Background: an optimization exercise with open tools, aiming at small area, a short achievable clock period and few clock cycles. Do not read the settings as production practice. The RTL was checked by simulation tests, not by an equivalence proof against the original design.

==> inputs of v4 <==
// PKC_TOP_serial
module PKC_TOP_serial(  clk, reset, start,                                                               
                        KeyGen_TRNG_in, KeyGen_Gaussian_in, KeyGen_TRNG_take, KeyGen_Gaussian_take,      
                        Enc_Gaussian_in, Enc_Gaussian_take, message,                                     
                        dec_msg_ready, dec_message                                                       
                      );
export LEC_CHECK = 0
export ABC_AREA = 1
export CAP_MARGIN = 20
export CORE_MARGIN = 2
export CORE_UTILIZATION = 45
export SLEW_MARGIN = 20
create_clock -name core_clock -period 30.0 [get_ports {clk}]
standard.sh (not shown) runs the stock make flow with config.mk's settings and CLKGATE_MAP_FILE= SYNTH_SCRIPT=/design/flow/synth_recipe.tcl, a recipe that flattens the netlist after the stock synthesis.
==> flow/flow/run.sh <==
#!/bin/bash
# Layout flow: the standard layout (standard.sh), with one change: the I/O ports are
# buffered with buf_4 cells (ORFS's BUFFER_PORTS_ARGS) instead of ORFS's default choice, the
# lowest-drive buffer, which on sky130hd is a slow delay cell (clkdlybuf4s50_1) that adds about
# half a nanosecond to every path to an output. Everything else, including synthesis and the
# constraints, is the standard flow's. Each step's full output goes to a log file of its own.
set -euo pipefail
bash standard.sh synth > synth.log 2>&1
bash standard.sh "BUFFER_PORTS_ARGS=-buffer_cell sky130_fd_sc_hd__buf_4" finish > layout.log 2>&1
==> inputs of v10, as changes to v4 <==
--- a/flow/design.v
+++ b/flow/design.v
@@ -307,46 +307,49 @@
             run <= 1'b0;
             dec_msg_ready <= 1'b1;
         end
     end
 end
 wire [5:0] tn  = (reset || start) ? 6'd0 : (run ? t + 1'b1 : t);
 wire       rn  = reset ? 1'b0 : (start ? 1'b1 : (run && (t != 6'd49)));
 reg ld;        
+reg ph2;       
+reg ph3;       
 reg cap;       
 reg clr;       
 reg fin;
 reg ph2n, ph3n;    
 always @(posedge clk) begin
     ld   <= rn && (tn < 6'd16);
-    cap  <= rn && ((tn == 6'd16) || (tn == 6'd32));
-    clr  <= rn && ((tn == 6'd0) || (tn == 6'd16) || (tn == 6'd32));
+    ph2  <= rn && (tn >= 6'd17) && (tn <= 6'd32);
+    ph3  <= rn && (tn >= 6'd33) && (tn <= 6'd48);
+    cap  <= rn && (tn == 6'd32);
+    clr  <= rn && ((tn == 6'd16) || (tn == 6'd32));
     fin  <= rn && (tn == 6'd49);
     ph2n <= rn && (tn >= 6'd16) && (tn <= 6'd31);
     ph3n <= rn && (tn >= 6'd32) && (tn <= 6'd47);
 end
 reg mbit;                
-reg [7:0] inj1;
+reg [6:0] inj1;
 reg [7:0] inj2;
-wire [7:0] na = {1'b0, ~KeyGen_TRNG_in} + 8'd67;
 always @(posedge clk) begin
     mbit <= message[t[3:0] + 4'd1];
-    inj1 <= ld ? na : (ph2n ? {1'b0, KeyGen_Gaussian_in} : 8'd0);
-    inj2 <= ld ? na : ph2n ? {1'b0, Enc_Gaussian_in} :
+    inj1 <= ph2n ? KeyGen_Gaussian_in : 7'd0;
+    inj2 <= ph2n ? {1'b0, Enc_Gaussian_in} :
             ph3n ? ({1'b0, ~Enc_Gaussian_in} + (mbit ? 8'd116 : 8'd67)) : 8'd0;
 end
 reg [6:0] Y1 [0:N-1];
 reg [6:0] Y2 [0:N-1];
 reg [6:0] ACC1 [0:N-1];
 reg [6:0] ACC2 [0:N-1];
 reg [6:0] Sbuf [0:N-1];
 reg [6:0] Rbuf [0:N-1];
-wire [6:0] xs = ld ? 7'd0 : Sbuf[0];
-wire [6:0] xr = ld ? 7'd0 : Rbuf[0];
+wire [6:0] xs = Sbuf[0];
+wire [6:0] xr = Rbuf[0];
 wire [8:0] xs3 = xs + {xs, 1'b0};
 wire [8:0] xr3 = xr + {xr, 1'b0};
 reg [6:0] MS [0:9];
 reg [6:0] MR [0:9];
 always @(posedge clk) begin
     MS[0] <= red(xs);        MR[0] <= red(xr);
     MS[1] <= red(xs << 1);   MR[1] <= red(xr << 1);
     MS[2] <= red(xs3);       MR[2] <= red(xr3);
@@ -375,24 +378,24 @@
     end
 endfunction
 genvar p;
 generate
     for (p = 0; p < N; p = p + 1) begin : g_lane
         localparam L15 = (p == N-1);
         wire [6:0] y1 = Y1[p];
         wire [6:0] y2 = Y2[p];
-        wire n = L15;                                                
-        wire [6:0] k15 = L15 ? 7'd44 : 7'd0;                         
+        wire n = L15 && ph3;                                         
+        wire [6:0] k15 = L15 ? (ph3 ? 7'd44 : 7'd67) : 7'd0;          
         wire [6:0] s10 = sel(y1[1:0], MS[0], MS[1], MS[2]), s11 = sel(y1[3:2], MS[3], MS[4], MS[5]);
         wire [6:0] s12 = sel(y1[5:4], MS[6], MS[7], MS[8]), s13 = {7{y1[6]}} & MS[9];
         wire [6:0] s20 = sel(y2[1:0], MR[0], MR[1], MR[2]), s21 = sel(y2[3:2], MR[3], MR[4], MR[5]);
         wire [6:0] s22 = sel(y2[5:4], MR[6], MR[7], MR[8]), s23 = {7{y2[6]}} & MR[9];
         wire [9:0] v1 = ng(ACC1[p], L15) + ng(s10, n) + ng(s11, n) + ng(s12, n) + ng(s13, n)
-                           + ((p == 0) ? inj1 : 8'd0) + k15;
+                           + ((p == 0) ? inj1 : 7'd0) + k15;
         wire [9:0] v2 = ng(ACC2[p], L15) + ng(s20, n) + ng(s21, n) + ng(s22, n) + ng(s23, n)
                            + ((p == 0) ? inj2 : 8'd0) + k15;
         if (p == 0) begin : g_wrap
             assign res1[N-1] = red(v1);
             assign res2[N-1] = red(v2);
         end else begin : g_mid
             assign res1[p-1] = red(v1);
             assign res2[p-1] = red(v2);
@@ -401,17 +404,20 @@
 endgenerate
 integer i;
 always @(posedge clk) begin
     for (i = 0; i < N; i = i + 1) begin
         ACC1[i] <= clr ? 7'd0 : res1[i];
         ACC2[i] <= clr ? 7'd0 : res2[i];
         Sbuf[i] <= (i == N-1) ? (ld ? KeyGen_Gaussian_in : Sbuf[0]) : Sbuf[(i+1) % N];
         Rbuf[i] <= (i == N-1) ? (ld ? Enc_Gaussian_in : Rbuf[0]) : Rbuf[(i+1) % N];
-        if (cap) begin
+        if (ld) begin
+            Y1[i] <= (i == N-1) ? KeyGen_TRNG_in : Y1[(i+1) % N];
+            Y2[i] <= (i == N-1) ? KeyGen_TRNG_in : Y2[(i+1) % N];
+        end else if (cap) begin
             Y1[i] <= res2[i];
             Y2[i] <= res1[i];
         end
     end
 end
 function dec;
     input [6:0] c0, cs;
     reg [7:0] u;
@@ -673,22 +679,14 @@
             8'd252: dec = 1'b0;
             8'd253: dec = 1'b0;
             8'd254: dec = 1'b0;
             8'd255: dec = 1'b0;
             default: dec = 1'b0;
         endcase
     end
 endfunction
-reg [N-1:0] dec_hold;
-wire [N-1:0] dec_new;
-genvar q;
-generate
-    for (q = 0; q < N; q = q + 1) begin : g_dec
-        assign dec_new[q] = (q == N-1) ? dec(ACC1[q], ACC2[q]) : dec(ACC2[q], ACC1[q]);
-    end
-endgenerate
 always @(posedge clk) begin
     if (fin)
-        dec_hold <= dec_new;
-    dec_message <= fin ? dec_new : (dec_hold & {N{dec_msg_ready}});
+        for (i = 0; i < N; i = i + 1)
+            dec_message[i] <= (i == N-1) ? dec(ACC1[i], ACC2[i]) : dec(ACC2[i], ACC1[i]);
 end
 endmodule
Settings changed: SLEW_MARGIN 20 to 60.
==> inputs of v24, as changes to v4 <==
Settings changed: SLEW_MARGIN 20 to 60.
==> inputs of v7, as changes to v4 <==
--- a/flow/design.v
+++ b/flow/design.v
@@ -673,22 +673,14 @@
             8'd252: dec = 1'b0;
             8'd253: dec = 1'b0;
             8'd254: dec = 1'b0;
             8'd255: dec = 1'b0;
             default: dec = 1'b0;
         endcase
     end
 endfunction
-reg [N-1:0] dec_hold;
-wire [N-1:0] dec_new;
-genvar q;
-generate
-    for (q = 0; q < N; q = q + 1) begin : g_dec
-        assign dec_new[q] = (q == N-1) ? dec(ACC1[q], ACC2[q]) : dec(ACC2[q], ACC1[q]);
-    end
-endgenerate
 always @(posedge clk) begin
     if (fin)
-        dec_hold <= dec_new;
-    dec_message <= fin ? dec_new : (dec_hold & {N{dec_msg_ready}});
+        for (i = 0; i < N; i = i + 1)
+            dec_message[i] <= (i == N-1) ? dec(ACC1[i], ACC2[i]) : dec(ACC2[i], ACC1[i]);
 end
 endmodule
Settings changed: SLEW_MARGIN 20 to 60.
==> summary of the runs <==
The highest register-to-register slack belongs to v24, the lowest to v4.
Against v7, the critical path depth of v10 is lower by 30.
Cell count: v10 > v24 > v4 > v7.
In v24 the die area is higher than in v7, by about 1%.
Of v7 and v4, v7 has the higher non-clock buffer count (gap 24).
==> figures <==
Fraction of synthesized area in multiplexers: v24 0.000448; v10 0.000337; v4 0.000448; v7 0.000452
Total CTS buffers: v24 105; v10 114; v4 106; v7 105
DIE HEIGHT: v24 450 um; v10 458 um; v4 450 um; v7 448 um
Simple-gate area share of the yosys netlist: v24 0.228; v10 0.244; v4 0.228; v7 0.219
Die width: v24 450 um; v10 458 um; v4 450 um; v7 448 um
Critical path arrival: v24 1.32 ns; v10 1.40 ns; v4 8.57 ns; v7 8.01 ns
Maximum fanout along the worst path: v24 1; v10 1; v4 10; v7 9
Number of detailed-routing iterations run before antenna repair: v24 14; v10 14; v4 10; v7 9
Proportion of cell area occupied by multi-input gates: v24 0.599; v10 0.604; v4 0.602; v7 0.600
Number of antenna cells inserted: v24 29; v10 22; v4 22; v7 28
Shortest clock period the worst path allows after layout: v24 7.32 ns; v10 7.40 ns; v4 7.99 ns; v7 7.46 ns
Outcome: v24 timing/DRC/antenna clean; v10 timing/DRC/antenna clean; v4 timing/DRC/antenna clean; v7 timing/DRC/antenna clean
Number of multi-input combinational cells in the layout: v24 8,573; v10 9,284; v4 8,573; v7 8,432
Global-route wire length before repair: v24 534,000 um; v10 564,000 um; v4 534,000 um; v7 541,000 um
Smallest hold slack: v24 0.317 ns; v10 0.324 ns; v4 0.316 ns; v7 0.318 ns
Testbench counts of v4, summed over its fixed seeds: cycles 3,264.
Testbench counts of v10, summed over its fixed seeds: cycles 3,264.
Testbench counts of v24, summed over its fixed seeds: cycles 3,264.
Testbench counts of v7, summed over its fixed seeds: cycles 3,264.

-- static timing again, ports no longer ideal --
The results above use ideal ports. As a check the final layouts listed here were re-extracted and re-timed, cells and wires unchanged.
Step 1, drivers: a clkbuf_16 drives clk and a buf_2 each remaining input, both assumed.
Step 2 times the ports against the registers' clock, not the clock port: input delays grow and output delays shrink by t, the midpoint of the rising clock arrivals with the driver on.
Slacks: ideal / step 1 / step 2; pairs: ideal / step 1.
run	shift t [ns]	slack for setup (ns)	worst setup path after step 2	clock arrival spread, ns	worst slew at a driven data input, ns
v4	0.871	22.010 / 22.010 / 22.010	register to register	0.079 / 0.080	0.05
v10	0.899	22.602 / 22.498 / 22.340	input to register	0.089 / 0.088	0.06
v24	0.883	22.685 / 22.601 / 22.242	input to register	0.071 / 0.071	0.05
v7	0.885	22.545 / 22.518 / 22.499	input to register	0.079 / 0.079	0.05
After both steps every run listed still meets setup and hold. The setup slack of v24, which loses most, moves by -0.084 ns with the drivers and by -0.443 ns with both steps.
